From an optimization exercise on the open Yosys and OpenROAD flow, aimed at small area; shortcuts taken in it are not production practice. At most, simulation tests tie the RTL to the original design; equivalence was not proved. The RTL of run 2 was laid out without a check of its function. No activity file was given, so power comes from the tool's default toggle rates.

## flow/design.v (module list and top-level ports; edited modules follow where they fit)
// module vlt_tab: 358 lines
// module vlt: 170 lines
module vlt (
    input clock
  , input reset
  , input important
  , input [8:0] opcode
  , input [9:0] start_ts
  , input [9:0] end_ts
  , input [11:0] prev_vbits
  , output [3:0] iq_shift1
  , output [3:0] iq_shift2
  , output iq_shift1_v
  , output iq_shift2_v
  , output [17:0] iq_vbits
  , output [3:0] rob_shift1
  , output [3:0] rob_shift2
  , output rob_shift1_v
  , output rob_shift2_v
  , output [17:0] rob_vbits
  , output [3:0] lq_shift1
  , output [3:0] lq_shift2
  , output lq_shift1_v
  , output lq_shift2_v
  , output [17:0] lq_vbits
  , output [3:0] sq_shift1
  , output [3:0] sq_shift2
  , output sq_shift1_v
  , output sq_shift2_v
  , output [17:0] sq_vbits
  , output [3:0] instbuff_shift1
  , output [3:0] instbuff_shift2
  , output instbuff_shift1_v
  , output instbuff_shift2_v
  , output [17:0] instbuff_vbits
  , input [11:0] total_qvbits0
  , input [11:0] total_qvbits1
  , input [11:0] total_qvbits2
  , input [11:0] total_qvbits3
  , input [9:0] rf_vbits_adj
  , input rf_vbits_adj_mode
  , input [11:0] total_sq_vbits
  , input [31:0] rf_live_vector
  , input [31:0] rf_kill_vector
  , output [19:0] total_svf
  , output [9:0] counter_iq
  , output [9:0] counter_rob
  , output [9:0] counter_lq
  , output [9:0] counter_sq
  , output [9:0] counter_instbuff
  );
  // ...
==> flow/run.sh <==
#!/bin/bash
# synth_recipe.tcl (not shown) runs the flow's synth.tcl, then flattens the netlist and writes it again
# the make line also repeats each setting of config.mk as NAME=value (left out here)
make -C /OpenROAD-flow-scripts/flow DESIGN_CONFIG=/design/flow/config.mk WORK_HOME=/design/flow/orfs CLKGATE_MAP_FILE= SYNTH_SCRIPT=/design/flow/synth_recipe.tcl finish
==> flow/config.mk <==
export PLATFORM = sky130hd
export DESIGN_NAME = vlt
export DESIGN_NICKNAME = vlt
export VERILOG_FILES = /design/flow/design.v
export SDC_FILE = /design/flow/constraint.sdc
export NUM_CORES = 4
export LEC_CHECK = 0
export ABC_AREA = 1
export CAP_MARGIN = 20
export CORE_MARGIN = 2
export CORE_UTILIZATION = 40
export PLACE_DENSITY = 0.6
export SLEW_MARGIN = 20
==> flow/constraint.sdc <==
create_clock -name core_clock -period 9.0 [get_ports {clock}]
set_input_delay 1.8000 -clock core_clock [delete_from_list [all_inputs] [get_ports {clock}]]
set_output_delay 1.8000 -clock core_clock [all_outputs]
set_load 0.01 [all_outputs]
==> run summary, run 1 <==
status=no timing/DRC/antenna violations; post-placement cell area=0.0179 mm²; number of well taps=461; cell family with most CP delay=adder cells; number of nets in the final layout=2,679; gpl congestion=about 0.94; proportion of synthesized flip-flops having asynchronous set or reset=0%; max reg flops=32; complex-gate fraction of the synthesized area=17.1%; IO buf count=approximately 380; worst reg2reg path depth=between 40 and 50; clock tree from TritonCTS=done; reg-to-reg critical path startpoint=live[17]$_SDFF_PP0_; total DRC errors in the routed layout=0; post-synthesis cell type count=56; synthesis-to-layout area growth=26.7%; full die area=about 0.037 mm²; xor/xnor cell area share of the yosys netlist=roughly 4.6%; fraction of power consumed by combinational cells=between 80 and 90%; global routing's busiest layer=met2; achievable frequency=around 120 MHz; number of synthesized register bits=100; number of placement rows=69; Buffers excl. clock=between 300 and 400; total leakage power=8.91 nW; register containing the most flip-flops in the final layout=live; top cell type's share of synthesized area=roughly 17%; HPWL reported at the end of detailed placement=about 40,000 µm; wl on met1=approximately 20,000 µm; cell with the biggest individual delay on the critical path=sky130_fd_sc_hd__fa_1; portion of the layout cell area used by non-clock buffers=21.0%; Initial DRT Pass Iterations=6
==> module vlt, before the edit <==
module vlt (
    input clock
  , input reset
  , input important
  , input [8:0] opcode
  , input [9:0] start_ts
  , input [9:0] end_ts
  , input [11:0] prev_vbits
  , output [3:0] iq_shift1
  , output [3:0] iq_shift2
  , output iq_shift1_v
  , output iq_shift2_v
  , output [17:0] iq_vbits
  , output [3:0] rob_shift1
  , output [3:0] rob_shift2
  , output rob_shift1_v
  , output rob_shift2_v
  , output [17:0] rob_vbits
  , output [3:0] lq_shift1
  , output [3:0] lq_shift2
  , output lq_shift1_v
  , output lq_shift2_v
  , output [17:0] lq_vbits
  , output [3:0] sq_shift1
  , output [3:0] sq_shift2
  , output sq_shift1_v
  , output sq_shift2_v
  , output [17:0] sq_vbits
  , output [3:0] instbuff_shift1
  , output [3:0] instbuff_shift2
  , output instbuff_shift1_v
  , output instbuff_shift2_v
  , output [17:0] instbuff_vbits
  , input [11:0] total_qvbits0
  , input [11:0] total_qvbits1
  , input [11:0] total_qvbits2
  , input [11:0] total_qvbits3
  , input [9:0] rf_vbits_adj
  , input rf_vbits_adj_mode
  , input [11:0] total_sq_vbits
  , input [31:0] rf_live_vector
  , input [31:0] rf_kill_vector
  , output [19:0] total_svf
  , output [9:0] counter_iq
  , output [9:0] counter_rob
  , output [9:0] counter_lq
  , output [9:0] counter_sq
  , output [9:0] counter_instbuff
  );
wire [40:0] t;
vlt_tab u_tab (.x0(important), .x1(opcode[8]), .x2(opcode[7]), .x3(opcode[6]), .x4(opcode[5]), .x5(opcode[4]), .x6(opcode[3]), .x7(opcode[2]), .x8(opcode[1]), .x9(opcode[0]), .f0(t[0]), .f1(t[1]), .f2(t[2]), .f3(t[3]), .f4(t[4]), .f5(t[5]), .f6(t[6]), .f7(t[7]), .f8(t[8]), .f9(t[9]), .f10(t[10]), .f11(t[11]), .f12(t[12]), .f13(t[13]), .f14(t[14]), .f15(t[15]), .f16(t[16]), .f17(t[17]), .f18(t[18]), .f19(t[19]), .f20(t[20]), .f21(t[21]), .f22(t[22]), .f23(t[23]), .f24(t[24]), .c_iq0(t[25]), .c_iq1(t[26]), .c_iq2(t[27]), .c_iq3(t[28]), .c_rob0(t[29]), .c_rob1(t[30]), .c_rob2(t[31]), .c_lq0(t[32]), .c_lq1(t[33]), .c_sq0(t[34]), .c_sq1(t[35]), .c_sq2(t[36]), .c_instbuff0(t[37]), .c_instbuff1(t[38]), .c_instbuff2(t[39]), .c_instbuff3(t[40]));
assign iq_shift1 = {1'b0, t[2], t[1], t[0]};
assign iq_shift2 = {1'b0, t[5], t[4], t[3]};
assign iq_shift1_v = t[2];
assign iq_shift2_v = t[6];
assign rob_shift1 = {1'b0, t[2], t[8], t[7]};
assign rob_shift2 = {1'b0, t[8], 1'b0, t[9]};
assign rob_shift1_v = t[2];
assign rob_shift2_v = t[8];
assign lq_shift1 = {1'b0, t[12], t[11], t[10]};
assign lq_shift2 = {1'b0, t[11], t[13], t[11]};
assign lq_shift1_v = t[12];
assign lq_shift2_v = t[12];
assign sq_shift1 = {1'b0, t[15], t[15], t[14]};
assign sq_shift2 = {1'b0, t[18], t[17], t[16]};
assign sq_shift1_v = t[15];
assign sq_shift2_v = t[15];
assign instbuff_shift1 = {1'b0, t[2], t[20], t[19]};
assign instbuff_shift2 = {1'b0, t[23], t[22], t[21]};
assign instbuff_shift1_v = t[2];
assign instbuff_shift2_v = t[24];
wire [3:0] iq_c = t[28:25];
reg [3:0] iq_cr;
wire [2:0] rob_c = t[31:29];
reg [2:0] rob_cr;
wire [1:0] lq_c = t[33:32];
reg [1:0] lq_cr;
wire [2:0] sq_c = t[36:34];
reg [2:0] sq_cr;
wire [3:0] instbuff_c = t[40:37];
reg [3:0] instbuff_cr;
reg [9:0] dur_r; reg [11:0] prev_r; reg [9:0] cnt;
always @(posedge clock) begin
  if (reset) begin
    dur_r <= 10'd0; prev_r <= 12'd0; cnt <= 10'd0;
    iq_cr <= 4'd0;
    rob_cr <= 3'd0;
    lq_cr <= 2'd0;
    sq_cr <= 3'd0;
    instbuff_cr <= 4'd0;
  end else begin
    dur_r <= end_ts - start_ts; prev_r <= prev_vbits; cnt <= cnt + 10'd1;
    iq_cr <= iq_c;
    rob_cr <= rob_c;
    lq_cr <= lq_c;
    sq_cr <= sq_c;
    instbuff_cr <= instbuff_c;
  end
end
assign counter_iq = cnt;
assign counter_rob = cnt;
assign counter_lq = cnt;
assign counter_sq = cnt;
assign counter_instbuff = cnt;
wire iq_a16 = (iq_cr == 4'd5) | (iq_cr == 4'd7);
wire iq_a32 = (iq_cr == 4'd1) | (iq_cr == 4'd2) | (iq_cr == 4'd3) | (iq_cr == 4'd4) | (iq_cr == 4'd6) | (iq_cr == 4'd14);
wire iq_a64 = (iq_cr == 4'd8) | (iq_cr == 4'd10) | (iq_cr == 4'd11) | (iq_cr == 4'd13);
wire iq_a128 = (iq_cr == 4'd9) | (iq_cr == 4'd12);
wire iq_b1 = (iq_cr == 4'd4) | (iq_cr == 4'd10);
wire iq_b2 = (iq_cr == 4'd1) | (iq_cr == 4'd8);
wire iq_b4 = (iq_cr == 4'd14);
wire iq_b8 = (iq_cr == 4'd3) | (iq_cr == 4'd5) | (iq_cr == 4'd11);
wire iq_b16 = (iq_cr == 4'd2) | (iq_cr == 4'd7);
wire iq_b32 = (iq_cr == 4'd6) | (iq_cr == 4'd12) | (iq_cr == 4'd13);
wire iq_b64 = (iq_cr == 4'd9);
wire [17:0] iq_ta = ({18{iq_a16}} & ({8'd0, dur_r} << 4)) | ({18{iq_a32}} & ({8'd0, dur_r} << 5)) | ({18{iq_a64}} & ({8'd0, dur_r} << 6)) | ({18{iq_a128}} & ({8'd0, dur_r} << 7));
wire [17:0] iq_tb = ({18{iq_b1}} & ({8'd0, dur_r} << 0)) | ({18{iq_b2}} & ({8'd0, dur_r} << 1)) | ({18{iq_b4}} & ({8'd0, dur_r} << 2)) | ({18{iq_b8}} & ({8'd0, dur_r} << 3)) | ({18{iq_b16}} & ({8'd0, dur_r} << 4)) | ({18{iq_b32}} & ({8'd0, dur_r} << 5)) | ({18{iq_b64}} & ({8'd0, dur_r} << 6));
assign iq_vbits = iq_ta + iq_tb + {6'd0, prev_r};
wire rob_a16 = (rob_cr == 3'd1) | (rob_cr == 3'd4);
wire rob_a64 = (rob_cr == 3'd2) | (rob_cr == 3'd3);
wire rob_b16 = (rob_cr == 3'd1) | (rob_cr == 3'd2);
wire rob_b32 = (rob_cr == 3'd3);
wire [17:0] rob_ta = ({18{rob_a16}} & ({8'd0, dur_r} << 4)) | ({18{rob_a64}} & ({8'd0, dur_r} << 6));
wire [17:0] rob_tb = ({18{rob_b16}} & ({8'd0, dur_r} << 4)) | ({18{rob_b32}} & ({8'd0, dur_r} << 5));
assign rob_vbits = rob_ta + rob_tb + {6'd0, prev_r};
wire lq_a16 = (lq_cr == 2'd2);
wire lq_a64 = (lq_cr == 2'd1);
wire lq_a128 = (lq_cr == 2'd3);
wire lq_b4 = (lq_cr == 2'd2);
wire lq_b32 = (lq_cr == 2'd1) | (lq_cr == 2'd3);
wire [17:0] lq_ta = ({18{lq_a16}} & ({8'd0, dur_r} << 4)) | ({18{lq_a64}} & ({8'd0, dur_r} << 6)) | ({18{lq_a128}} & ({8'd0, dur_r} << 7));
wire [17:0] lq_tb = ({18{lq_b4}} & ({8'd0, dur_r} << 2)) | ({18{lq_b32}} & ({8'd0, dur_r} << 5));
assign lq_vbits = lq_ta + lq_tb + {6'd0, prev_r};
wire sq_a64 = (sq_cr == 3'd1) | (sq_cr == 3'd3) | (sq_cr == 3'd4);
wire sq_a128 = (sq_cr == 3'd2);
wire sq_b8 = (sq_cr == 3'd1);
wire sq_b16 = (sq_cr == 3'd2) | (sq_cr == 3'd4);
wire sq_b32 = (sq_cr == 3'd3);
wire [17:0] sq_ta = ({18{sq_a64}} & ({8'd0, dur_r} << 6)) | ({18{sq_a128}} & ({8'd0, dur_r} << 7));
wire [17:0] sq_tb = ({18{sq_b8}} & ({8'd0, dur_r} << 3)) | ({18{sq_b16}} & ({8'd0, dur_r} << 4)) | ({18{sq_b32}} & ({8'd0, dur_r} << 5));
assign sq_vbits = sq_ta + sq_tb + {6'd0, prev_r};
wire instbuff_a16 = (instbuff_cr == 4'd1) | (instbuff_cr == 4'd4);
wire instbuff_a32 = (instbuff_cr == 4'd2) | (instbuff_cr == 4'd5) | (instbuff_cr == 4'd6);
wire instbuff_a64 = (instbuff_cr == 4'd3) | (instbuff_cr == 4'd7) | (instbuff_cr == 4'd8);
wire instbuff_b1 = (instbuff_cr == 4'd6);
wire instbuff_b4 = (instbuff_cr == 4'd4);
wire instbuff_b8 = (instbuff_cr == 4'd1) | (instbuff_cr == 4'd2);
wire instbuff_b16 = (instbuff_cr == 4'd5) | (instbuff_cr == 4'd8);
wire instbuff_b32 = (instbuff_cr == 4'd7);
wire instbuff_b64 = (instbuff_cr == 4'd3);
wire [17:0] instbuff_ta = ({18{instbuff_a16}} & ({8'd0, dur_r} << 4)) | ({18{instbuff_a32}} & ({8'd0, dur_r} << 5)) | ({18{instbuff_a64}} & ({8'd0, dur_r} << 6));
wire [17:0] instbuff_tb = ({18{instbuff_b1}} & ({8'd0, dur_r} << 0)) | ({18{instbuff_b4}} & ({8'd0, dur_r} << 2)) | ({18{instbuff_b8}} & ({8'd0, dur_r} << 3)) | ({18{instbuff_b16}} & ({8'd0, dur_r} << 4)) | ({18{instbuff_b32}} & ({8'd0, dur_r} << 5)) | ({18{instbuff_b64}} & ({8'd0, dur_r} << 6));
assign instbuff_vbits = instbuff_ta + instbuff_tb;
reg [31:0] live; reg [19:0] svf;
wire [1:0] p1 [0:15]; wire [2:0] p2 [0:7]; wire [3:0] p3 [0:3]; wire [4:0] p4 [0:1]; wire [5:0] pop;
genvar gi;
generate for (gi=0; gi<16; gi=gi+1) begin : g1 assign p1[gi] = live[2*gi] + live[2*gi+1]; end endgenerate
generate for (gi=0; gi<8; gi=gi+1) begin : g2 assign p2[gi] = p1[2*gi] + p1[2*gi+1]; end endgenerate
generate for (gi=0; gi<4; gi=gi+1) begin : g3 assign p3[gi] = p2[2*gi] + p2[2*gi+1]; end endgenerate
generate for (gi=0; gi<2; gi=gi+1) begin : g4 assign p4[gi] = p3[2*gi] + p3[2*gi+1]; end endgenerate
assign pop = p4[0] + p4[1];
always @(posedge clock) begin
  if (reset) begin live <= 32'd0; svf <= 20'd0; end
  else begin
    live <= (live & ~rf_kill_vector) | rf_live_vector;
    svf <= svf + total_qvbits0 + total_qvbits1 + total_qvbits2 + total_qvbits3 + total_sq_vbits + {pop, 6'd0} + (rf_vbits_adj_mode ? {10'd0, rf_vbits_adj} : -{10'd0, rf_vbits_adj});
  end
end
assign total_svf = svf;
endmodule
==> inputs of run 2 (changes only) <==
--- a/flow/design.v
+++ b/flow/design.v
@@ -440,5 +440,58 @@
 reg [9:0] dur_r; reg [11:0] prev_r; reg [9:0] cnt;
+wire [9:0] nstart = ~start_ts;
+wire dur_n1, dur_n2; vha u_dur_n1 (end_ts[0], nstart[0], dur_n1, dur_n2);
+wire dur_n3, dur_n4; vha u_dur_n3 (end_ts[1], nstart[1], dur_n3, dur_n4);
+wire dur_n5, dur_n6; vha u_dur_n5 (end_ts[2], nstart[2], dur_n5, dur_n6);
+wire dur_n7, dur_n8; vha u_dur_n7 (end_ts[3], nstart[3], dur_n7, dur_n8);
+wire dur_n9, dur_n10; vha u_dur_n9 (end_ts[4], nstart[4], dur_n9, dur_n10);
+wire dur_n11, dur_n12; vha u_dur_n11 (end_ts[5], nstart[5], dur_n11, dur_n12);
+wire dur_n13, dur_n14; vha u_dur_n13 (end_ts[6], nstart[6], dur_n13, dur_n14);
+wire dur_n15, dur_n16; vha u_dur_n15 (end_ts[7], nstart[7], dur_n15, dur_n16);
+wire dur_n17, dur_n18; vha u_dur_n17 (end_ts[8], nstart[8], dur_n17, dur_n18);
+wire dur_n19, dur_n20; vha u_dur_n19 (end_ts[9], nstart[9], dur_n19, dur_n20);
+wire [9:0] dur_sum;
+wire dur_n21 = ~dur_n1; wire dur_n22 = dur_n1;
+assign dur_sum[0] = dur_n21;
+wire dur_n23, dur_n24; vfa u_dur_n23 (dur_n2, dur_n3, dur_n22, dur_n23, dur_n24);
+assign dur_sum[1] = dur_n23;
+wire dur_n25, dur_n26; vfa u_dur_n25 (dur_n4, dur_n5, dur_n24, dur_n25, dur_n26);
+assign dur_sum[2] = dur_n25;
+wire dur_n27, dur_n28; vfa u_dur_n27 (dur_n6, dur_n7, dur_n26, dur_n27, dur_n28);
+assign dur_sum[3] = dur_n27;
+wire dur_n29, dur_n30; vfa u_dur_n29 (dur_n8, dur_n9, dur_n28, dur_n29, dur_n30);
+assign dur_sum[4] = dur_n29;
+wire dur_n31, dur_n32; vfa u_dur_n31 (dur_n10, dur_n11, dur_n30, dur_n31, dur_n32);
+assign dur_sum[5] = dur_n31;
+wire dur_n33, dur_n34; vfa u_dur_n33 (dur_n12, dur_n13, dur_n32, dur_n33, dur_n34);
+assign dur_sum[6] = dur_n33;
+wire dur_n35, dur_n36; vfa u_dur_n35 (dur_n14, dur_n15, dur_n34, dur_n35, dur_n36);
+assign dur_sum[7] = dur_n35;
+wire dur_n37, dur_n38; vfa u_dur_n37 (dur_n16, dur_n17, dur_n36, dur_n37, dur_n38);
+assign dur_sum[8] = dur_n37;
+wire dur_n39, dur_n40; vfa u_dur_n39 (dur_n18, dur_n19, dur_n38, dur_n39, dur_n40);
+assign dur_sum[9] = dur_n39;
+wire [9:0] cnt_sum;
+wire cnt_n41 = ~cnt[0]; wire cnt_n42 = cnt[0];
+assign cnt_sum[0] = cnt_n41;
+wire cnt_n43, cnt_n44; vha u_cnt_n43 (cnt[1], cnt_n42, cnt_n43, cnt_n44);
+assign cnt_sum[1] = cnt_n43;
+wire cnt_n45, cnt_n46; vha u_cnt_n45 (cnt[2], cnt_n44, cnt_n45, cnt_n46);
+assign cnt_sum[2] = cnt_n45;
+wire cnt_n47, cnt_n48; vha u_cnt_n47 (cnt[3], cnt_n46, cnt_n47, cnt_n48);
+assign cnt_sum[3] = cnt_n47;
+wire cnt_n49, cnt_n50; vha u_cnt_n49 (cnt[4], cnt_n48, cnt_n49, cnt_n50);
+assign cnt_sum[4] = cnt_n49;
+wire cnt_n51, cnt_n52; vha u_cnt_n51 (cnt[5], cnt_n50, cnt_n51, cnt_n52);
+assign cnt_sum[5] = cnt_n51;
+wire cnt_n53, cnt_n54; vha u_cnt_n53 (cnt[6], cnt_n52, cnt_n53, cnt_n54);
+assign cnt_sum[6] = cnt_n53;
+wire cnt_n55, cnt_n56; vha u_cnt_n55 (cnt[7], cnt_n54, cnt_n55, cnt_n56);
+assign cnt_sum[7] = cnt_n55;
+wire cnt_n57, cnt_n58; vha u_cnt_n57 (cnt[8], cnt_n56, cnt_n57, cnt_n58);
+assign cnt_sum[8] = cnt_n57;
+wire cnt_n59, cnt_n60; vha u_cnt_n59 (cnt[9], cnt_n58, cnt_n59, cnt_n60);
+assign cnt_sum[9] = cnt_n59;
 always @(posedge clock) begin
   if (reset) begin
-    dur_r <= 10'd0; prev_r <= 12'd0; cnt <= 10'd0;
+    prev_r <= 12'd0; cnt <= 10'd0; dur_r <= 10'd0;
     iq_cr <= 4'd0;
@@ -449,3 +502,3 @@
   end else begin
-    dur_r <= end_ts - start_ts; prev_r <= prev_vbits; cnt <= cnt + 10'd1;
+    prev_r <= prev_vbits; cnt <= cnt_sum; dur_r <= dur_sum;
     iq_cr <= iq_c;
@@ -475,3 +528,58 @@
 wire [17:0] iq_tb = ({18{iq_b1}} & ({8'd0, dur_r} << 0)) | ({18{iq_b2}} & ({8'd0, dur_r} << 1)) | ({18{iq_b4}} & ({8'd0, dur_r} << 2)) | ({18{iq_b8}} & ({8'd0, dur_r} << 3)) | ({18{iq_b16}} & ({8'd0, dur_r} << 4)) | ({18{iq_b32}} & ({8'd0, dur_r} << 5)) | ({18{iq_b64}} & ({8'd0, dur_r} << 6));
-assign iq_vbits = iq_ta + iq_tb + {6'd0, prev_r};
+wire iq_n61, iq_n62; vha u_iq_n61 (iq_ta[4], iq_tb[4], iq_n61, iq_n62);
+wire iq_n63, iq_n64; vfa u_iq_n63 (iq_ta[5], iq_tb[5], prev_r[5], iq_n63, iq_n64);
+wire iq_n65, iq_n66; vfa u_iq_n65 (iq_ta[6], iq_tb[6], prev_r[6], iq_n65, iq_n66);
+wire iq_n67, iq_n68; vfa u_iq_n67 (iq_ta[7], iq_tb[7], prev_r[7], iq_n67, iq_n68);
+wire iq_n69, iq_n70; vfa u_iq_n69 (iq_ta[8], iq_tb[8], prev_r[8], iq_n69, iq_n70);
+wire iq_n71, iq_n72; vfa u_iq_n71 (iq_ta[9], iq_tb[9], prev_r[9], iq_n71, iq_n72);
+wire iq_n73, iq_n74; vfa u_iq_n73 (iq_ta[10], iq_tb[10], prev_r[10], iq_n73, iq_n74);
+wire iq_n75, iq_n76; vfa u_iq_n75 (iq_ta[11], iq_tb[11], prev_r[11], iq_n75, iq_n76);
+wire iq_n77, iq_n78; vha u_iq_n77 (iq_ta[12], iq_tb[12], iq_n77, iq_n78);
+wire iq_n79, iq_n80; vha u_iq_n79 (iq_ta[13], iq_tb[13], iq_n79, iq_n80);
+wire iq_n81, iq_n82; vha u_iq_n81 (iq_ta[14], iq_tb[14], iq_n81, iq_n82);
+wire iq_n83, iq_n84; vha u_iq_n83 (iq_ta[15], iq_tb[15], iq_n83, iq_n84);
+wire [17:0] iq_sum;
+wire iq_n85, iq_n86; vha u_iq_n85 (iq_tb[0], prev_r[0], iq_n85, iq_n86);
+assign iq_sum[0] = iq_n85;
+wire iq_n87, iq_n88; vfa u_iq_n87 (iq_tb[1], prev_r[1], iq_n86, iq_n87, iq_n88);
+assign iq_sum[1] = iq_n87;
+wire iq_n89, iq_n90; vfa u_iq_n89 (iq_tb[2], prev_r[2], iq_n88, iq_n89, iq_n90);
+assign iq_sum[2] = iq_n89;
+wire iq_n91, iq_n92; vfa u_iq_n91 (iq_tb[3], prev_r[3], iq_n90, iq_n91, iq_n92);
+assign iq_sum[3] = iq_n91;
+wire iq_n93, iq_n94; vfa u_iq_n93 (prev_r[4], iq_n61, iq_n92, iq_n93, iq_n94);
+assign iq_sum[4] = iq_n93;
+wire iq_n95, iq_n96; vfa u_iq_n95 (iq_n62, iq_n63, iq_n94, iq_n95, iq_n96);
+assign iq_sum[5] = iq_n95;
+wire iq_n97, iq_n98; vfa u_iq_n97 (iq_n64, iq_n65, iq_n96, iq_n97, iq_n98);
+assign iq_sum[6] = iq_n97;
+wire iq_n99, iq_n100; vfa u_iq_n99 (iq_n66, iq_n67, iq_n98, iq_n99, iq_n100);
+assign iq_sum[7] = iq_n99;
+wire iq_n101, iq_n102; vfa u_iq_n101 (iq_n68, iq_n69, iq_n100, iq_n101, iq_n102);
+assign iq_sum[8] = iq_n101;
+wire iq_n103, iq_n104; vfa u_iq_n103 (iq_n70, iq_n71, iq_n102, iq_n103, iq_n104);
+assign iq_sum[9] = iq_n103;
+wire iq_n105, iq_n106; vha u_iq_n105 (iq_n72, iq_n73, iq_n105, iq_n106);
+wire iq_n107, iq_n108; vfa u_iq_n107 (iq_n74, iq_n75, iq_n106, iq_n107, iq_n108);
+wire iq_n109, iq_n110; vfa u_iq_n109 (iq_n76, iq_n77, iq_n108, iq_n109, iq_n110);
+wire iq_n111, iq_n112; vfa u_iq_n111 (iq_n78, iq_n79, iq_n110, iq_n111, iq_n112);
+wire iq_n113, iq_n114; vfa u_iq_n113 (iq_n80, iq_n81, iq_n112, iq_n113, iq_n114);
+wire iq_n115, iq_n116; vfa u_iq_n115 (iq_n82, iq_n83, iq_n114, iq_n115, iq_n116);
+wire iq_n117, iq_n118; vfa u_iq_n117 (iq_ta[16], iq_n84, iq_n116, iq_n117, iq_n118);
+assign iq_sum[10] = iq_n105 ^ iq_n104;
+wire iq_n119 = iq_n104 & iq_n105;
+assign iq_sum[11] = iq_n107 ^ iq_n119;
+wire iq_n120 = iq_n119 & iq_n107;
+assign iq_sum[12] = iq_n109 ^ iq_n120;
+wire iq_n121 = iq_n120 & iq_n109;
+assign iq_sum[13] = iq_n111 ^ iq_n121;
+wire iq_n122 = iq_n121 & iq_n111;
+assign iq_sum[14] = iq_n113 ^ iq_n122;
+wire iq_n123 = iq_n122 & iq_n113;
+assign iq_sum[15] = iq_n115 ^ iq_n123;
+wire iq_n124 = iq_n123 & iq_n115;
+assign iq_sum[16] = iq_n117 ^ iq_n124;
+wire iq_n125 = iq_n124 & iq_n117;
+assign iq_sum[17] = iq_n118 ^ iq_n125;
+assign iq_vbits = iq_sum;
 wire rob_a16 = (rob_cr == 3'd1) | (rob_cr == 3'd4);
@@ -482,3 +590,45 @@
 wire [17:0] rob_tb = ({18{rob_b16}} & ({8'd0, dur_r} << 4)) | ({18{rob_b32}} & ({8'd0, dur_r} << 5));
-assign rob_vbits = rob_ta + rob_tb + {6'd0, prev_r};
+wire rob_n126, rob_n127; vha u_rob_n126 (rob_ta[4], rob_tb[4], rob_n126, rob_n127);
+wire rob_n128, rob_n129; vfa u_rob_n128 (rob_ta[5], rob_tb[5], prev_r[5], rob_n128, rob_n129);
+wire rob_n130, rob_n131; vfa u_rob_n130 (rob_ta[6], rob_tb[6], prev_r[6], rob_n130, rob_n131);
+wire rob_n132, rob_n133; vfa u_rob_n132 (rob_ta[7], rob_tb[7], prev_r[7], rob_n132, rob_n133);
+wire rob_n134, rob_n135; vfa u_rob_n134 (rob_ta[8], rob_tb[8], prev_r[8], rob_n134, rob_n135);
+wire rob_n136, rob_n137; vfa u_rob_n136 (rob_ta[9], rob_tb[9], prev_r[9], rob_n136, rob_n137);
+wire rob_n138, rob_n139; vfa u_rob_n138 (rob_ta[10], rob_tb[10], prev_r[10], rob_n138, rob_n139);
+wire rob_n140, rob_n141; vfa u_rob_n140 (rob_ta[11], rob_tb[11], prev_r[11], rob_n140, rob_n141);
+wire rob_n142, rob_n143; vha u_rob_n142 (rob_ta[12], rob_tb[12], rob_n142, rob_n143);
+wire rob_n144, rob_n145; vha u_rob_n144 (rob_ta[13], rob_tb[13], rob_n144, rob_n145);
+wire rob_n146, rob_n147; vha u_rob_n146 (rob_ta[14], rob_tb[14], rob_n146, rob_n147);
+wire [17:0] rob_sum;
+assign rob_sum[0] = prev_r[0];
+assign rob_sum[1] = prev_r[1];
+assign rob_sum[2] = prev_r[2];
+assign rob_sum[3] = prev_r[3];
+wire rob_n148, rob_n149; vha u_rob_n148 (prev_r[4], rob_n126, rob_n148, rob_n149);
+assign rob_sum[4] = rob_n148;
+wire rob_n150, rob_n151; vfa u_rob_n150 (rob_n127, rob_n128, rob_n149, rob_n150, rob_n151);
+assign rob_sum[5] = rob_n150;
+wire rob_n152, rob_n153; vfa u_rob_n152 (rob_n129, rob_n130, rob_n151, rob_n152, rob_n153);
+assign rob_sum[6] = rob_n152;
+wire rob_n154, rob_n155; vfa u_rob_n154 (rob_n131, rob_n132, rob_n153, rob_n154, rob_n155);
+assign rob_sum[7] = rob_n154;
+wire rob_n156, rob_n157; vfa u_rob_n156 (rob_n133, rob_n134, rob_n155, rob_n156, rob_n157);
+assign rob_sum[8] = rob_n156;
+wire rob_n158, rob_n159; vfa u_rob_n158 (rob_n135, rob_n136, rob_n157, rob_n158, rob_n159);
+assign rob_sum[9] = rob_n158;
+wire rob_n160, rob_n161; vfa u_rob_n160 (rob_n137, rob_n138, rob_n159, rob_n160, rob_n161);
+assign rob_sum[10] = rob_n160;
+wire rob_n162, rob_n163; vfa u_rob_n162 (rob_n139, rob_n140, rob_n161, rob_n162, rob_n163);
+assign rob_sum[11] = rob_n162;
+wire rob_n164, rob_n165; vfa u_rob_n164 (rob_n141, rob_n142, rob_n163, rob_n164, rob_n165);
+assign rob_sum[12] = rob_n164;
+wire rob_n166, rob_n167; vfa u_rob_n166 (rob_n143, rob_n144, rob_n165, rob_n166, rob_n167);
+assign rob_sum[13] = rob_n166;
+wire rob_n168, rob_n169; vfa u_rob_n168 (rob_n145, rob_n146, rob_n167, rob_n168, rob_n169);
+assign rob_sum[14] = rob_n168;
+wire rob_n170, rob_n171; vfa u_rob_n170 (rob_ta[15], rob_n147, rob_n169, rob_n170, rob_n171);
+assign rob_sum[15] = rob_n170;
+assign rob_sum[16] = rob_n171;
+assign rob_sum[17] = 1'b0;
+assign rob_vbits = rob_sum;
 wire lq_a16 = (lq_cr == 2'd2);
@@ -490,3 +640,48 @@
 wire [17:0] lq_tb = ({18{lq_b4}} & ({8'd0, dur_r} << 2)) | ({18{lq_b32}} & ({8'd0, dur_r} << 5));
-assign lq_vbits = lq_ta + lq_tb + {6'd0, prev_r};
+wire lq_n172, lq_n173; vha u_lq_n172 (lq_ta[4], lq_tb[4], lq_n172, lq_n173);
+wire lq_n174, lq_n175; vfa u_lq_n174 (lq_ta[5], lq_tb[5], prev_r[5], lq_n174, lq_n175);
+wire lq_n176, lq_n177; vfa u_lq_n176 (lq_ta[6], lq_tb[6], prev_r[6], lq_n176, lq_n177);
+wire lq_n178, lq_n179; vfa u_lq_n178 (lq_ta[7], lq_tb[7], prev_r[7], lq_n178, lq_n179);
+wire lq_n180, lq_n181; vfa u_lq_n180 (lq_ta[8], lq_tb[8], prev_r[8], lq_n180, lq_n181);
+wire lq_n182, lq_n183; vfa u_lq_n182 (lq_ta[9], lq_tb[9], prev_r[9], lq_n182, lq_n183);
+wire lq_n184, lq_n185; vfa u_lq_n184 (lq_ta[10], lq_tb[10], prev_r[10], lq_n184, lq_n185);
+wire lq_n186, lq_n187; vfa u_lq_n186 (lq_ta[11], lq_tb[11], prev_r[11], lq_n186, lq_n187);
+wire lq_n188, lq_n189; vha u_lq_n188 (lq_ta[12], lq_tb[12], lq_n188, lq_n189);
+wire lq_n190, lq_n191; vha u_lq_n190 (lq_ta[13], lq_tb[13], lq_n190, lq_n191);
+wire lq_n192, lq_n193; vha u_lq_n192 (lq_ta[14], lq_tb[14], lq_n192, lq_n193);
+wire [17:0] lq_sum;
+assign lq_sum[0] = prev_r[0];
+assign lq_sum[1] = prev_r[1];
+wire lq_n194, lq_n195; vha u_lq_n194 (lq_tb[2], prev_r[2], lq_n194, lq_n195);
+assign lq_sum[2] = lq_n194;
+wire lq_n196, lq_n197; vfa u_lq_n196 (lq_tb[3], prev_r[3], lq_n195, lq_n196, lq_n197);
+assign lq_sum[3] = lq_n196;
+wire lq_n198, lq_n199; vfa u_lq_n198 (prev_r[4], lq_n172, lq_n197, lq_n198, lq_n199);
+assign lq_sum[4] = lq_n198;
+wire lq_n200, lq_n201; vfa u_lq_n200 (lq_n173, lq_n174, lq_n199, lq_n200, lq_n201);
+assign lq_sum[5] = lq_n200;
+wire lq_n202, lq_n203; vfa u_lq_n202 (lq_n175, lq_n176, lq_n201, lq_n202, lq_n203);
+assign lq_sum[6] = lq_n202;
+wire lq_n204, lq_n205; vfa u_lq_n204 (lq_n177, lq_n178, lq_n203, lq_n204, lq_n205);
+assign lq_sum[7] = lq_n204;
+wire lq_n206, lq_n207; vfa u_lq_n206 (lq_n179, lq_n180, lq_n205, lq_n206, lq_n207);
+assign lq_sum[8] = lq_n206;
+wire lq_n208, lq_n209; vfa u_lq_n208 (lq_n181, lq_n182, lq_n207, lq_n208, lq_n209);
+assign lq_sum[9] = lq_n208;
+wire lq_n210, lq_n211; vfa u_lq_n210 (lq_n183, lq_n184, lq_n209, lq_n210, lq_n211);
+assign lq_sum[10] = lq_n210;
+wire lq_n212, lq_n213; vfa u_lq_n212 (lq_n185, lq_n186, lq_n211, lq_n212, lq_n213);
+assign lq_sum[11] = lq_n212;
+wire lq_n214, lq_n215; vfa u_lq_n214 (lq_n187, lq_n188, lq_n213, lq_n214, lq_n215);
+assign lq_sum[12] = lq_n214;
+wire lq_n216, lq_n217; vfa u_lq_n216 (lq_n189, lq_n190, lq_n215, lq_n216, lq_n217);
+assign lq_sum[13] = lq_n216;
+wire lq_n218, lq_n219; vfa u_lq_n218 (lq_n191, lq_n192, lq_n217, lq_n218, lq_n219);
+assign lq_sum[14] = lq_n218;
+wire lq_n220, lq_n221; vfa u_lq_n220 (lq_ta[15], lq_n193, lq_n219, lq_n220, lq_n221);
+assign lq_sum[15] = lq_n220;
+wire lq_n222, lq_n223; vha u_lq_n222 (lq_ta[16], lq_n221, lq_n222, lq_n223);
+assign lq_sum[16] = lq_n222;
+assign lq_sum[17] = lq_n223;
+assign lq_vbits = lq_sum;
 wire sq_a64 = (sq_cr == 3'd1) | (sq_cr == 3'd3) | (sq_cr == 3'd4);
@@ -498,3 +693,45 @@
 wire [17:0] sq_tb = ({18{sq_b8}} & ({8'd0, dur_r} << 3)) | ({18{sq_b16}} & ({8'd0, dur_r} << 4)) | ({18{sq_b32}} & ({8'd0, dur_r} << 5));
-assign sq_vbits = sq_ta + sq_tb + {6'd0, prev_r};
+wire sq_n224, sq_n225; vha u_sq_n224 (sq_ta[6], sq_tb[6], sq_n224, sq_n225);
+wire sq_n226, sq_n227; vfa u_sq_n226 (sq_ta[7], sq_tb[7], prev_r[7], sq_n226, sq_n227);
+wire sq_n228, sq_n229; vfa u_sq_n228 (sq_ta[8], sq_tb[8], prev_r[8], sq_n228, sq_n229);
+wire sq_n230, sq_n231; vfa u_sq_n230 (sq_ta[9], sq_tb[9], prev_r[9], sq_n230, sq_n231);
+wire sq_n232, sq_n233; vfa u_sq_n232 (sq_ta[10], sq_tb[10], prev_r[10], sq_n232, sq_n233);
+wire sq_n234, sq_n235; vfa u_sq_n234 (sq_ta[11], sq_tb[11], prev_r[11], sq_n234, sq_n235);
+wire sq_n236, sq_n237; vha u_sq_n236 (sq_ta[12], sq_tb[12], sq_n236, sq_n237);
+wire sq_n238, sq_n239; vha u_sq_n238 (sq_ta[13], sq_tb[13], sq_n238, sq_n239);
+wire sq_n240, sq_n241; vha u_sq_n240 (sq_ta[14], sq_tb[14], sq_n240, sq_n241);
+wire [17:0] sq_sum;
+assign sq_sum[0] = prev_r[0];
+assign sq_sum[1] = prev_r[1];
+assign sq_sum[2] = prev_r[2];
+wire sq_n242, sq_n243; vha u_sq_n242 (sq_tb[3], prev_r[3], sq_n242, sq_n243);
+assign sq_sum[3] = sq_n242;
+wire sq_n244, sq_n245; vfa u_sq_n244 (sq_tb[4], prev_r[4], sq_n243, sq_n244, sq_n245);
+assign sq_sum[4] = sq_n244;
+wire sq_n246, sq_n247; vfa u_sq_n246 (sq_tb[5], prev_r[5], sq_n245, sq_n246, sq_n247);
+assign sq_sum[5] = sq_n246;
+wire sq_n248, sq_n249; vfa u_sq_n248 (prev_r[6], sq_n224, sq_n247, sq_n248, sq_n249);
+assign sq_sum[6] = sq_n248;
+wire sq_n250, sq_n251; vfa u_sq_n250 (sq_n225, sq_n226, sq_n249, sq_n250, sq_n251);
+assign sq_sum[7] = sq_n250;
+wire sq_n252, sq_n253; vfa u_sq_n252 (sq_n227, sq_n228, sq_n251, sq_n252, sq_n253);
+assign sq_sum[8] = sq_n252;
+wire sq_n254, sq_n255; vfa u_sq_n254 (sq_n229, sq_n230, sq_n253, sq_n254, sq_n255);
+assign sq_sum[9] = sq_n254;
+wire sq_n256, sq_n257; vfa u_sq_n256 (sq_n231, sq_n232, sq_n255, sq_n256, sq_n257);
+assign sq_sum[10] = sq_n256;
+wire sq_n258, sq_n259; vfa u_sq_n258 (sq_n233, sq_n234, sq_n257, sq_n258, sq_n259);
+assign sq_sum[11] = sq_n258;
+wire sq_n260, sq_n261; vfa u_sq_n260 (sq_n235, sq_n236, sq_n259, sq_n260, sq_n261);
+assign sq_sum[12] = sq_n260;
+wire sq_n262, sq_n263; vfa u_sq_n262 (sq_n237, sq_n238, sq_n261, sq_n262, sq_n263);
+assign sq_sum[13] = sq_n262;
+wire sq_n264, sq_n265; vfa u_sq_n264 (sq_n239, sq_n240, sq_n263, sq_n264, sq_n265);
+assign sq_sum[14] = sq_n264;
+wire sq_n266, sq_n267; vfa u_sq_n266 (sq_ta[15], sq_n241, sq_n265, sq_n266, sq_n267);
+assign sq_sum[15] = sq_n266;
+wire sq_n268, sq_n269; vha u_sq_n268 (sq_ta[16], sq_n267, sq_n268, sq_n269);
+assign sq_sum[16] = sq_n268;
+assign sq_sum[17] = sq_n269;
+assign sq_vbits = sq_sum;
 wire instbuff_a16 = (instbuff_cr == 4'd1) | (instbuff_cr == 4'd4);
@@ -510,11 +747,146 @@
 wire [17:0] instbuff_tb = ({18{instbuff_b1}} & ({8'd0, dur_r} << 0)) | ({18{instbuff_b4}} & ({8'd0, dur_r} << 2)) | ({18{instbuff_b8}} & ({8'd0, dur_r} << 3)) | ({18{instbuff_b16}} & ({8'd0, dur_r} << 4)) | ({18{instbuff_b32}} & ({8'd0, dur_r} << 5)) | ({18{instbuff_b64}} & ({8'd0, dur_r} << 6));
-assign instbuff_vbits = instbuff_ta + instbuff_tb;
+wire [17:0] instbuff_sum;
+assign instbuff_sum[0] = instbuff_tb[0];
+assign instbuff_sum[1] = instbuff_tb[1];
+assign instbuff_sum[2] = instbuff_tb[2];
+assign instbuff_sum[3] = instbuff_tb[3];
+wire instbuff_n270, instbuff_n271; vha u_instbuff_n270 (instbuff_ta[4], instbuff_tb[4], instbuff_n270, instbuff_n271);
+assign instbuff_sum[4] = instbuff_n270;
+wire instbuff_n272, instbuff_n273; vfa u_instbuff_n272 (instbuff_ta[5], instbuff_tb[5], instbuff_n271, instbuff_n272, instbuff_n273);
+assign instbuff_sum[5] = instbuff_n272;
+wire instbuff_n274, instbuff_n275; vfa u_instbuff_n274 (instbuff_ta[6], instbuff_tb[6], instbuff_n273, instbuff_n274, instbuff_n275);
+assign instbuff_sum[6] = instbuff_n274;
+wire instbuff_n276, instbuff_n277; vfa u_instbuff_n276 (instbuff_ta[7], instbuff_tb[7], instbuff_n275, instbuff_n276, instbuff_n277);
+assign instbuff_sum[7] = instbuff_n276;
+wire instbuff_n278, instbuff_n279; vfa u_instbuff_n278 (instbuff_ta[8], instbuff_tb[8], instbuff_n277, instbuff_n278, instbuff_n279);
+assign instbuff_sum[8] = instbuff_n278;
+wire instbuff_n280, instbuff_n281; vfa u_instbuff_n280 (instbuff_ta[9], instbuff_tb[9], instbuff_n279, instbuff_n280, instbuff_n281);
+assign instbuff_sum[9] = instbuff_n280;
+wire instbuff_n282, instbuff_n283; vfa u_instbuff_n282 (instbuff_ta[10], instbuff_tb[10], instbuff_n281, instbuff_n282, instbuff_n283);
+assign instbuff_sum[10] = instbuff_n282;
+wire instbuff_n284, instbuff_n285; vfa u_instbuff_n284 (instbuff_ta[11], instbuff_tb[11], instbuff_n283, instbuff_n284, instbuff_n285);
+assign instbuff_sum[11] = instbuff_n284;
+wire instbuff_n286, instbuff_n287; vfa u_instbuff_n286 (instbuff_ta[12], instbuff_tb[12], instbuff_n285, instbuff_n286, instbuff_n287);
+assign instbuff_sum[12] = instbuff_n286;
+wire instbuff_n288, instbuff_n289; vfa u_instbuff_n288 (instbuff_ta[13], instbuff_tb[13], instbuff_n287, instbuff_n288, instbuff_n289);
+assign instbuff_sum[13] = instbuff_n288;
+wire instbuff_n290, instbuff_n291; vfa u_instbuff_n290 (instbuff_ta[14], instbuff_tb[14], instbuff_n289, instbuff_n290, instbuff_n291);
+assign instbuff_sum[14] = instbuff_n290;
+wire instbuff_n292, instbuff_n293; vfa u_instbuff_n292 (instbuff_ta[15], instbuff_tb[15], instbuff_n291, instbuff_n292, instbuff_n293);
+assign instbuff_sum[15] = instbuff_n292;
+assign instbuff_sum[16] = instbuff_n293;
+assign instbuff_sum[17] = 1'b0;
+assign instbuff_vbits = instbuff_sum;
 reg [31:0] live; reg [19:0] svf;
-wire [1:0] p1 [0:15]; wire [2:0] p2 [0:7]; wire [3:0] p3 [0:3]; wire [4:0] p4 [0:1]; wire [5:0] pop;
-genvar gi;
-generate for (gi=0; gi<16; gi=gi+1) begin : g1 assign p1[gi] = live[2*gi] + live[2*gi+1]; end endgenerate
-generate for (gi=0; gi<8; gi=gi+1) begin : g2 assign p2[gi] = p1[2*gi] + p1[2*gi+1]; end endgenerate
-generate for (gi=0; gi<4; gi=gi+1) begin : g3 assign p3[gi] = p2[2*gi] + p2[2*gi+1]; end endgenerate
-generate for (gi=0; gi<2; gi=gi+1) begin : g4 assign p4[gi] = p3[2*gi] + p3[2*gi+1]; end endgenerate
-assign pop = p4[0] + p4[1];
+wire nm = ~rf_vbits_adj_mode;
+wire [9:0] adjx = rf_vbits_adj ^ {10{nm}};
+wire svfa_n294, svfa_n295; vfa u_svfa_n294 (svf[6], total_qvbits0[6], total_qvbits1[6], svfa_n294, svfa_n295);
+wire svfa_n296, svfa_n297; vfa u_svfa_n296 (total_qvbits2[6], total_qvbits3[6], total_sq_vbits[6], svfa_n296, svfa_n297);
+wire svfa_n298, svfa_n299; vfa u_svfa_n298 (adjx[6], live[0], live[1], svfa_n298, svfa_n299);
+wire svfa_n300, svfa_n301; vfa u_svfa_n300 (live[2], live[3], live[4], svfa_n300, svfa_n301);
+wire svfa_n302, svfa_n303; vfa u_svfa_n302 (live[5], live[6], live[7], svfa_n302, svfa_n303);
+wire svfa_n304, svfa_n305; vha u_svfa_n304 (live[8], live[9], svfa_n304, svfa_n305);
+wire svfa_n306, svfa_n307; vfa u_svfa_n306 (live[10], live[11], live[12], svfa_n306, svfa_n307);
+wire svfa_n308, svfa_n309; vfa u_svfa_n308 (live[13], live[14], live[15], svfa_n308, svfa_n309);
+wire svfa_n310, svfa_n311; vfa u_svfa_n310 (live[16], live[17], live[18], svfa_n310, svfa_n311);
+wire svfa_n312, svfa_n313; vfa u_svfa_n312 (live[19], live[20], live[21], svfa_n312, svfa_n313);
+wire svfa_n314, svfa_n315; vha u_svfa_n314 (live[22], live[23], svfa_n314, svfa_n315);
+wire svfa_n316, svfa_n317; vfa u_svfa_n316 (live[24], live[25], live[26], svfa_n316, svfa_n317);
+wire svfa_n318, svfa_n319; vfa u_svfa_n318 (live[27], live[28], live[29], svfa_n318, svfa_n319);
+wire svfa_n320, svfa_n321; vfa u_svfa_n320 (live[30], live[31], svfa_n294, svfa_n320, svfa_n321);
+wire svfa_n322, svfa_n323; vfa u_svfa_n322 (svf[7], total_qvbits0[7], total_qvbits1[7], svfa_n322, svfa_n323);
+wire svfa_n324, svfa_n325; vfa u_svfa_n324 (total_qvbits2[7], total_qvbits3[7], total_sq_vbits[7], svfa_n324, svfa_n325);
+wire svfa_n326, svfa_n327; vfa u_svfa_n326 (adjx[7], svfa_n295, svfa_n297, svfa_n326, svfa_n327);
+wire svfa_n328, svfa_n329; vfa u_svfa_n328 (svfa_n299, svfa_n301, svfa_n303, svfa_n328, svfa_n329);
+wire svfa_n330, svfa_n331; vfa u_svfa_n330 (svfa_n296, svfa_n298, svfa_n300, svfa_n330, svfa_n331);
+wire svfa_n332, svfa_n333; vfa u_svfa_n332 (svfa_n302, svfa_n304, svfa_n306, svfa_n332, svfa_n333);
+wire svfa_n334, svfa_n335; vfa u_svfa_n334 (svfa_n305, svfa_n307, svfa_n309, svfa_n334, svfa_n335);
+wire svfa_n336, svfa_n337; vfa u_svfa_n336 (svfa_n311, svfa_n313, svfa_n315, svfa_n336, svfa_n337);
+wire svfa_n338, svfa_n339; vfa u_svfa_n338 (svfa_n317, svfa_n319, svfa_n321, svfa_n338, svfa_n339);
+wire svfa_n340, svfa_n341; vfa u_svfa_n340 (svf[8], total_qvbits0[8], total_qvbits1[8], svfa_n340, svfa_n341);
+wire svfa_n342, svfa_n343; vfa u_svfa_n342 (total_qvbits2[8], total_qvbits3[8], total_sq_vbits[8], svfa_n342, svfa_n343);
+wire svfa_n344, svfa_n345; vha u_svfa_n344 (adjx[8], svfa_n323, svfa_n344, svfa_n345);
+wire svfa_n346, svfa_n347; vha u_svfa_n346 (svf[9], total_qvbits0[9], svfa_n346, svfa_n347);
+wire svfa_n348, svfa_n349; vfa u_svfa_n348 (svf[0], total_qvbits0[0], total_qvbits1[0], svfa_n348, svfa_n349);
+wire svfa_n350, svfa_n351; vfa u_svfa_n350 (svf[1], total_qvbits0[1], total_qvbits1[1], svfa_n350, svfa_n351);
+wire svfa_n352, svfa_n353; vfa u_svfa_n352 (svf[2], total_qvbits0[2], total_qvbits1[2], svfa_n352, svfa_n353);
+wire svfa_n354, svfa_n355; vfa u_svfa_n354 (svf[3], total_qvbits0[3], total_qvbits1[3], svfa_n354, svfa_n355);
+wire svfa_n356, svfa_n357; vfa u_svfa_n356 (svf[4], total_qvbits0[4], total_qvbits1[4], svfa_n356, svfa_n357);
+wire svfa_n358, svfa_n359; vfa u_svfa_n358 (svf[5], total_qvbits0[5], total_qvbits1[5], svfa_n358, svfa_n359);
+wire svfa_n360, svfa_n361; vfa u_svfa_n360 (svfa_n308, svfa_n310, svfa_n312, svfa_n360, svfa_n361);
+wire svfa_n362, svfa_n363; vfa u_svfa_n362 (svfa_n314, svfa_n316, svfa_n318, svfa_n362, svfa_n363);
+wire svfa_n364, svfa_n365; vfa u_svfa_n364 (svfa_n322, svfa_n324, svfa_n326, svfa_n364, svfa_n365);
+wire svfa_n366, svfa_n367; vfa u_svfa_n366 (svfa_n328, svfa_n331, svfa_n333, svfa_n366, svfa_n367);
+wire svfa_n368, svfa_n369; vha u_svfa_n368 (svfa_n334, svfa_n336, svfa_n368, svfa_n369);
+wire svfa_n370, svfa_n371; vfa u_svfa_n370 (svfa_n325, svfa_n327, svfa_n329, svfa_n370, svfa_n371);
+wire svfa_n372, svfa_n373; vfa u_svfa_n372 (svfa_n335, svfa_n337, svfa_n339, svfa_n372, svfa_n373);
+wire svfa_n374, svfa_n375; vfa u_svfa_n374 (svfa_n340, svfa_n342, svfa_n344, svfa_n374, svfa_n375);
+wire svfa_n376, svfa_n377; vfa u_svfa_n376 (total_qvbits1[9], total_qvbits2[9], total_qvbits3[9], svfa_n376, svfa_n377);
+wire svfa_n378, svfa_n379; vfa u_svfa_n378 (total_sq_vbits[9], adjx[9], svfa_n341, svfa_n378, svfa_n379);
+wire svfa_n380, svfa_n381; vfa u_svfa_n380 (svfa_n343, svfa_n345, svfa_n346, svfa_n380, svfa_n381);
+wire svfa_n382, svfa_n383; vfa u_svfa_n382 (svf[10], total_qvbits0[10], total_qvbits1[10], svfa_n382, svfa_n383);
+wire svfa_n384, svfa_n385; vfa u_svfa_n384 (total_qvbits2[10], total_qvbits3[10], total_sq_vbits[10], svfa_n384, svfa_n385);
+wire svfa_n386 = ~(rf_vbits_adj_mode ^ svfa_n347); wire svfa_n387 = rf_vbits_adj_mode | svfa_n347;
+wire svfa_n388, svfa_n389; vfa u_svfa_n388 (svf[11], total_qvbits0[11], total_qvbits1[11], svfa_n388, svfa_n389);
+wire svfa_n390, svfa_n391; vfa u_svfa_n390 (total_qvbits2[11], total_qvbits3[11], total_sq_vbits[11], svfa_n390, svfa_n391);
+wire svfa_n392, svfa_n393; vfa u_svfa_n392 (total_qvbits2[0], total_qvbits3[0], total_sq_vbits[0], svfa_n392, svfa_n393);
+wire svfa_n394, svfa_n395; vfa u_svfa_n394 (total_qvbits2[1], total_qvbits3[1], total_sq_vbits[1], svfa_n394, svfa_n395);
+wire svfa_n396, svfa_n397; vha u_svfa_n396 (adjx[1], svfa_n349, svfa_n396, svfa_n397);
+wire svfa_n398, svfa_n399; vfa u_svfa_n398 (total_qvbits2[2], total_qvbits3[2], total_sq_vbits[2], svfa_n398, svfa_n399);
+wire svfa_n400, svfa_n401; vfa u_svfa_n400 (adjx[2], svfa_n351, svfa_n352, svfa_n400, svfa_n401);
+wire svfa_n402, svfa_n403; vfa u_svfa_n402 (total_qvbits2[3], total_qvbits3[3], total_sq_vbits[3], svfa_n402, svfa_n403);
+wire svfa_n404, svfa_n405; vfa u_svfa_n404 (adjx[3], svfa_n353, svfa_n354, svfa_n404, svfa_n405);
+wire svfa_n406, svfa_n407; vfa u_svfa_n406 (total_qvbits2[4], total_qvbits3[4], total_sq_vbits[4], svfa_n406, svfa_n407);
+wire svfa_n408, svfa_n409; vfa u_svfa_n408 (adjx[4], svfa_n355, svfa_n356, svfa_n408, svfa_n409);
+wire svfa_n410, svfa_n411; vfa u_svfa_n410 (total_qvbits2[5], total_qvbits3[5], total_sq_vbits[5], svfa_n410, svfa_n411);
+wire svfa_n412, svfa_n413; vfa u_svfa_n412 (adjx[5], svfa_n357, svfa_n358, svfa_n412, svfa_n413);
+wire svfa_n414, svfa_n415; vfa u_svfa_n414 (svfa_n320, svfa_n330, svfa_n332, svfa_n414, svfa_n415);
+wire svfa_n416, svfa_n417; vfa u_svfa_n416 (svfa_n359, svfa_n360, svfa_n362, svfa_n416, svfa_n417);
+wire svfa_n418, svfa_n419; vfa u_svfa_n418 (svfa_n338, svfa_n361, svfa_n363, svfa_n418, svfa_n419);
+wire svfa_n420, svfa_n421; vfa u_svfa_n420 (svfa_n364, svfa_n366, svfa_n368, svfa_n420, svfa_n421);
+wire svfa_n422, svfa_n423; vfa u_svfa_n422 (svfa_n365, svfa_n367, svfa_n369, svfa_n422, svfa_n423);
+wire svfa_n424, svfa_n425; vfa u_svfa_n424 (svfa_n370, svfa_n372, svfa_n374, svfa_n424, svfa_n425);
+wire svfa_n426, svfa_n427; vfa u_svfa_n426 (svfa_n371, svfa_n373, svfa_n375, svfa_n426, svfa_n427);
+wire svfa_n428, svfa_n429; vfa u_svfa_n428 (svfa_n376, svfa_n378, svfa_n380, svfa_n428, svfa_n429);
+wire svfa_n430, svfa_n431; vfa u_svfa_n430 (svfa_n377, svfa_n379, svfa_n381, svfa_n430, svfa_n431);
+wire svfa_n432, svfa_n433; vfa u_svfa_n432 (svfa_n382, svfa_n384, svfa_n386, svfa_n432, svfa_n433);
+wire svfa_n434, svfa_n435; vfa u_svfa_n434 (svfa_n383, svfa_n385, svfa_n387, svfa_n434, svfa_n435);
+wire svfa_n436 = ~(svfa_n388 ^ svfa_n390); wire svfa_n437 = svfa_n388 | svfa_n390;
+wire svfa_n438, svfa_n439; vfa u_svfa_n438 (svf[12], svfa_n389, svfa_n391, svfa_n438, svfa_n439);
+wire svfa_n440, svfa_n441; vha u_svfa_n440 (adjx[0], nm, svfa_n440, svfa_n441);
+wire svfa_n442, svfa_n443; vfa u_svfa_n442 (svfa_n350, svfa_n393, svfa_n394, svfa_n442, svfa_n443);
+wire svfa_n444, svfa_n445; vfa u_svfa_n444 (svfa_n395, svfa_n397, svfa_n398, svfa_n444, svfa_n445);
+wire svfa_n446, svfa_n447; vfa u_svfa_n446 (svfa_n399, svfa_n401, svfa_n402, svfa_n446, svfa_n447);
+wire svfa_n448, svfa_n449; vfa u_svfa_n448 (svfa_n403, svfa_n405, svfa_n406, svfa_n448, svfa_n449);
+wire svfa_n450, svfa_n451; vfa u_svfa_n450 (svfa_n407, svfa_n409, svfa_n410, svfa_n450, svfa_n451);
+wire svfa_n452, svfa_n453; vfa u_svfa_n452 (svfa_n411, svfa_n413, svfa_n414, svfa_n452, svfa_n453);
+wire svfa_n454, svfa_n455; vfa u_svfa_n454 (svfa_n415, svfa_n417, svfa_n418, svfa_n454, svfa_n455);
+wire svfa_n456, svfa_n457; vfa u_svfa_n456 (svfa_n419, svfa_n421, svfa_n422, svfa_n456, svfa_n457);
+wire svfa_n458, svfa_n459; vfa u_svfa_n458 (svfa_n423, svfa_n425, svfa_n426, svfa_n458, svfa_n459);
+wire svfa_n460, svfa_n461; vfa u_svfa_n460 (svfa_n427, svfa_n429, svfa_n430, svfa_n460, svfa_n461);
+wire svfa_n462, svfa_n463; vfa u_svfa_n462 (svfa_n431, svfa_n433, svfa_n434, svfa_n462, svfa_n463);
+wire svfa_n464, svfa_n465; vfa u_svfa_n464 (svfa_n435, svfa_n437, svfa_n438, svfa_n464, svfa_n465);
+wire svfa_n466, svfa_n467; vha u_svfa_n466 (svf[13], svfa_n439, svfa_n466, svfa_n467);
+wire svfa_n468, svfa_n469; vha u_svfa_n468 (svfa_n348, svfa_n392, svfa_n468, svfa_n469);
+wire svfa_n470, svfa_n471; vfa u_svfa_n470 (svfa_n396, svfa_n441, svfa_n442, svfa_n470, svfa_n471);
+wire svfa_n472, svfa_n473; vfa u_svfa_n472 (svfa_n400, svfa_n443, svfa_n444, svfa_n472, svfa_n473);
+wire svfa_n474, svfa_n475; vfa u_svfa_n474 (svfa_n404, svfa_n445, svfa_n446, svfa_n474, svfa_n475);
+wire svfa_n476, svfa_n477; vfa u_svfa_n476 (svfa_n408, svfa_n447, svfa_n448, svfa_n476, svfa_n477);
+wire svfa_n478, svfa_n479; vfa u_svfa_n478 (svfa_n412, svfa_n449, svfa_n450, svfa_n478, svfa_n479);
+wire svfa_n480, svfa_n481; vfa u_svfa_n480 (svfa_n416, svfa_n451, svfa_n452, svfa_n480, svfa_n481);
+wire svfa_n482, svfa_n483; vfa u_svfa_n482 (svfa_n420, svfa_n453, svfa_n454, svfa_n482, svfa_n483);
+wire svfa_n484, svfa_n485; vfa u_svfa_n484 (svfa_n424, svfa_n455, svfa_n456, svfa_n484, svfa_n485);
+wire svfa_n486, svfa_n487; vfa u_svfa_n486 (svfa_n428, svfa_n457, svfa_n458, svfa_n486, svfa_n487);
+wire svfa_n488, svfa_n489; vfa u_svfa_n488 (svfa_n432, svfa_n459, svfa_n460, svfa_n488, svfa_n489);
+wire svfa_n490, svfa_n491; vfa u_svfa_n490 (svfa_n436, svfa_n461, svfa_n462, svfa_n490, svfa_n491);
+wire svfa_n492 = ~(svfa_n463 ^ svfa_n464); wire svfa_n493 = svfa_n463 | svfa_n464;
+wire svfa_n494 = ~(svfa_n465 ^ svfa_n466); wire svfa_n495 = svfa_n465 | svfa_n466;
+wire svfa_n496 = ~(svf[14] ^ svfa_n467); wire svfa_n497 = svf[14] | svfa_n467;
+wire svfa_n498 = ~svf[15]; wire svfa_n499 = svf[15];
+wire svfa_n500 = ~svf[16]; wire svfa_n501 = svf[16];
+wire svfa_n502 = ~svf[17]; wire svfa_n503 = svf[17];
+wire svfa_n504 = ~svf[18]; wire svfa_n505 = svf[18];
+wire svfa_n506 = ~svf[19]; wire svfa_n507 = svf[19];
+wire [19:0] svfa_sum;
+assign svfa_sum = {svfa_n505, svfa_n503, svfa_n501, svfa_n499, svfa_n497, svfa_n495, svfa_n493, svfa_n491, svfa_n489, svfa_n487, svfa_n485, svfa_n483, svfa_n481, svfa_n479, svfa_n477, svfa_n475, svfa_n473, svfa_n471, svfa_n469, svfa_n440} + {svfa_n506, svfa_n504, svfa_n502, svfa_n500, svfa_n498, svfa_n496, svfa_n494, svfa_n492, svfa_n490, svfa_n488, svfa_n486, svfa_n484, svfa_n482, svfa_n480, svfa_n478, svfa_n476, svfa_n474, svfa_n472, svfa_n470, svfa_n468};
 always @(posedge clock) begin
@@ -523,3 +895,3 @@
     live <= (live & ~rf_kill_vector) | rf_live_vector;
-    svf <= svf + total_qvbits0 + total_qvbits1 + total_qvbits2 + total_qvbits3 + total_sq_vbits + {pop, 6'd0} + (rf_vbits_adj_mode ? {10'd0, rf_vbits_adj} : -{10'd0, rf_vbits_adj});
+    svf <= svfa_sum;
   end
@@ -528 +900,3 @@
 endmodule
+module vfa(input a, input b, input c, output s, output co); assign {co, s} = a + b + c; endmodule
+module vha(input a, input b, output s, output co); assign {co, s} = a + b; endmodule
==> flow/flow/run.sh (new file) <==
#!/bin/bash
# Own layout flow: the standard synthesis (standard.sh, unchanged), then the
# combinational cells between the standard synthesis's registers and adder cells are
# re-mapped by ABC for area (remap.tcl), then the standard layout steps.
# Port buffers use sky130_fd_sc_hd__buf_1.
# Logs: synth.log (standard synthesis), remap.log (yosys/ABC re-map), standard.log (the
# layout steps); each ORFS step also keeps its own log under orfs/logs/.
set -euo pipefail
HERE=$(pwd)
R=$HERE/orfs/results/sky130hd/vlt/base
export BUFFER_PORTS_ARGS="-buffer_cell sky130_fd_sc_hd__buf_1"
bash standard.sh $R/1_2_yosys.v > synth.log 2>&1
cp $R/1_2_yosys.v std_1_2_yosys.v
YOSYS=$FLOW_HOME/../tools/install/yosys/bin/yosys
[ -x "$YOSYS" ] || YOSYS=yosys
LIB=$FLOW_HOME/platforms/sky130hd/lib/sky130_fd_sc_hd__tt_025C_1v80.lib
DU=$(grep -o -- "-dont_use [^ ]*" $HERE/orfs/logs/sky130hd/vlt/base/1_2_yosys.log | sort -u | tr '\n' ' ')
printf 'strash\ndch -f\nmap -a\namap\ntopo\n' > area.abc
cat > remap.ys <<Y
read_liberty -ignore_miss_func $LIB
read_verilog std_1_2_yosys.v
hierarchy -top $FLOW_TOP
select -module $FLOW_TOP -list
Y
KEEP=$(grep -o "sky130_fd_sc_hd__[a-z0-9_]*" std_1_2_yosys.v | sort -u | grep -E "__(fa|ha|df|sdf|edf|dl|conb)" | tr '\n' ' ')
cat > remap.ys <<Y
read_liberty -ignore_miss_func $LIB
read_verilog std_1_2_yosys.v
hierarchy -top $FLOW_TOP
setattr -mod -set keep_hierarchy 1 $KEEP
flatten
blackbox $KEEP
delete t:\$scopeinfo
opt_clean -purge
tee -o remap_before.txt stat -liberty $LIB
abc -script area.abc -liberty $LIB $DU
opt_clean -purge
splitnets
opt_clean -purge
hilomap -singleton -hicell sky130_fd_sc_hd__conb_1 HI -locell sky130_fd_sc_hd__conb_1 LO
insbuf -buf sky130_fd_sc_hd__buf_4 A X
opt_clean -purge
tee -o remap_after.txt stat -liberty $LIB
write_verilog -noattr -nohex -nodec -noexpr remap_1_2_yosys.v
Y
$YOSYS -l remap.log -q remap.ys > /dev/null 2>&1
grep -q "^module $FLOW_TOP" remap_1_2_yosys.v
cp remap_1_2_yosys.v $R/1_2_yosys.v
touch $R/1_2_yosys.v
bash standard.sh > standard.log 2>&1
==> flow/standard.sh (new file) <==
#!/bin/bash
# synth_recipe.tcl (not shown) runs the flow's synth.tcl, then flattens the netlist and writes it again
# the make line also repeats each setting of config.mk as NAME=value (left out here)
make -C /OpenROAD-flow-scripts/flow DESIGN_CONFIG=/design/flow/config.mk WORK_HOME=/design/flow/orfs CLKGATE_MAP_FILE= SYNTH_SCRIPT=/design/flow/synth_recipe.tcl "${@:-finish}"
--- a/flow/config.mk
+++ b/flow/config.mk
@@ -13 +13,3 @@
 export SLEW_MARGIN = 20
+export SYNTH_HIERARCHICAL = 1
+export SYNTH_MINIMUM_KEEP_SIZE = 0
removed: flow/run.sh
==> run 2 against run 1 <==
Effect of this change:
- setup slack worse by 0.61 ns
- hold slack worse by 0.023 ns
- total power down 36%
- final area down 23%
- via count down 20%
- non-clock buffer count up 59
- area after synthesis down 14%
- clock power up 7.3%
- register-to-register slack better by 2.2 ns
- synthesized cell count down 31%
- flip-flop and latch count unchanged
- critical path type is now flip-flop to primary output
- critical endpoint is now rob_vbits[15]
- largest cell class unchanged
==> run summary, run 2 <==
status=no timing/DRC/antenna violations; crit-path cells=clkinv_1 > nor3_1 > a31oi_2 > nor2_1 > fa_1 > fa_1 > fa_1 > fa_1 > fa_1 > fa_1 > fa_1 > fa_1 > fa_1 > fa_1 > fa_1 > fa_1 > buf_1; full die area=0.0323 mm² (-14%); data arrival time at the worst-slack endpoint=roughly 7.0 ns; dominant cell type by count on the critical path=sky130_fd_sc_hd__fa_1; Initial DRT Pass Iterations=10 (+4); average detailed-routed wire length per instance=approximately 19 µm; global routing's busiest layer=met2; clock transition at the register clock pins on the worst setup and hold paths after CTS=~0.090 ns; biggest registers after layout=live: 32 flops, svf: 20 flops, prev_r: 12 flops; clock tree from TritonCTS=done; final number of max-transition violations=0; total leakage power=5.75 nW (-35%); count of final hold-check violations=0; fraction of power consumed by combinational cells=71.5% (-11 points); total DRC errors in the routed layout=0 (unchanged); Non-Filler Instances=~2,000; GR Layer Usage met2=40.5%; power density over cell area=~260 mW/mm²; number of instances in the placed design=between 2,000 and 2,500; Worst-Margin Slew=roughly 1.0 ns; Critical Path Start Type=flip-flop; total congestion overflow=0; Inserted Clock Buffers=9; gpl congestion=1.01 (+8.0%); detail-routed via count per cell=roughly 5.4; crit share post-route=97.6%; hold buffer count at cts=0; count of mapped cells out of synthesis=1,352; commonest cells after routing, fill and taps aside=sky130_fd_sc_hd__buf_1, sky130_fd_sc_hd__clkinv_1, sky130_fd_sc_hd__fa_1; starting DRC count in detailed routing=around 1,200; area used by multi-input combinational logic=0.00842 mm²; number of antenna violations at the first check in global routing=0; register containing the most flip-flops in the final layout=live; global-route track usage on met3=under 10%; number of placement rows=64 (-7.2%); total of max-cap violations=0; HPWL reported at the end of detailed placement=32,800 µm (-16%); minimum clock period after layout=about 9 ns; I/O Pins=roughly 390; IO buf count=375 (unchanged); number of nets in the final layout=2,099 (-22%); achievable frequency=114 MHz (-7.0%); Hold Crit Class=flip-flop to flip-flop; IR drop worst, VDD=~0.32 mV; synthesis-to-layout area growth=12.8%; cell with the biggest individual delay on the critical path=sky130_fd_sc_hd__fa_1; max reg flops=32 (unchanged); x dimension of the die=about 180 µm
run 2: area by class of cell:
cell class	instances	share of cell area (%)
clock inverters	7	0.666
well taps	396	3.56
flip-flops and latches	100	14.4
clock buffers	9	1.62
multi-input cells	892	60.5
inverters	199	5.39
repair buffers	444	13.9
run 2: per-layer routing:
metal / wire length [µm] / up-vias / share of wire (%)
met3: 3070 / 79 / 7.7
met4: 1390 / 0 / 3.5
met2: 18800 / 567 / 47
met1: 16500 / 5276 / 41
met5: 0 / - / 0
li1: - / 5096 / -
run 2: worst paths after layout:
| kind | from | to | slack, ns | depth (start not counted) |
|---|---|---|---|---|
| max reg2reg | svf[6]$_SDFF_PP0_ | svf[19]$_SDFF_PP0_ | 3.00 | 23 |
| max | rob_cr[0]$_SDFF_PP0_ | rob_vbits[15] | 0.22 | 17 |
| min | live[23]$_SDFF_PP0_ | live[23]$_SDFF_PP0_ | 0.50 | 2 |
| min reg2reg | live[23]$_SDFF_PP0_ | live[23]$_SDFF_PP0_ | 0.50 | 2 |
run 2: through the flow:
stage	worst slack, ns	instance area (µm²)	utilization, %	hold slack (ns)	TNS, ns
after global placement	0.254	13500	44.2	0.480	0
after CTS	0.0338	13800	45.3	0.504	0
after detailed placement	0.0562	13500	44.2	0.484	0
after floorplan	0.712	12400	-	0.449	0
final	0.219	13900	45.6	0.500	0
after global routing	-0.0247	13900	45.6	0.534	-0.0247
run 2: power by group through the flow:
stage | combinational, mW | sequential, mW | clock [mW]
floorplan | 2.05 | 0.602 | 0
global placement | 2.56 | 0.619 | 0
detailed placement | 2.60 | 0.619 | 0
CTS | 2.62 | 0.610 | 0.459
global route | 3.00 | 0.618 | 0.474
finish | 2.63 | 0.607 | 0.442
run 2: worst max-delay path, delay by kind of cell (launching register included):
kind            cells  cell delay (ns)
fa+ha+maj          12             5.02
simple gates        2             0.61
flops               1             0.45
buf+inv             2             0.31
compound gates      1             0.21
run 2: what timing repair did:
item / in CTS / in global routing
hold endpoints to repair: 0 / 0
pin swaps: 0 / 1
setup endpoints to repair: 2 / 13
setup buffers: 0 / 1
gates resized for setup: 2 / 26

## afterwards: timing with drivers on the ports
The results above use ideal ports. As a check the final layouts listed here were re-extracted and re-timed, cells and wires unchanged.
Step 1 assumes that a clkbuf_16 drives the clock port and a buf_2 every other input.
Step 2 times the ports against the registers' clock, not the clock port: input delays grow and output delays shrink by t, the midpoint of the rising clock arrivals with the driver on.
Slacks: ideal / step 1 / step 2; pairs: ideal / step 1.
run | shift t [ns] | slack for setup (ns) | worst setup path after step 2 | cell pins on the clock port's net
run 1 | 0.407 | 0.830 / 0.830 / 0.830 | register to register | 1
run 2 | 0.431 | 0.219 / 0.169 / 0.377 | input to output | 1
After both steps every run listed still meets setup and hold.
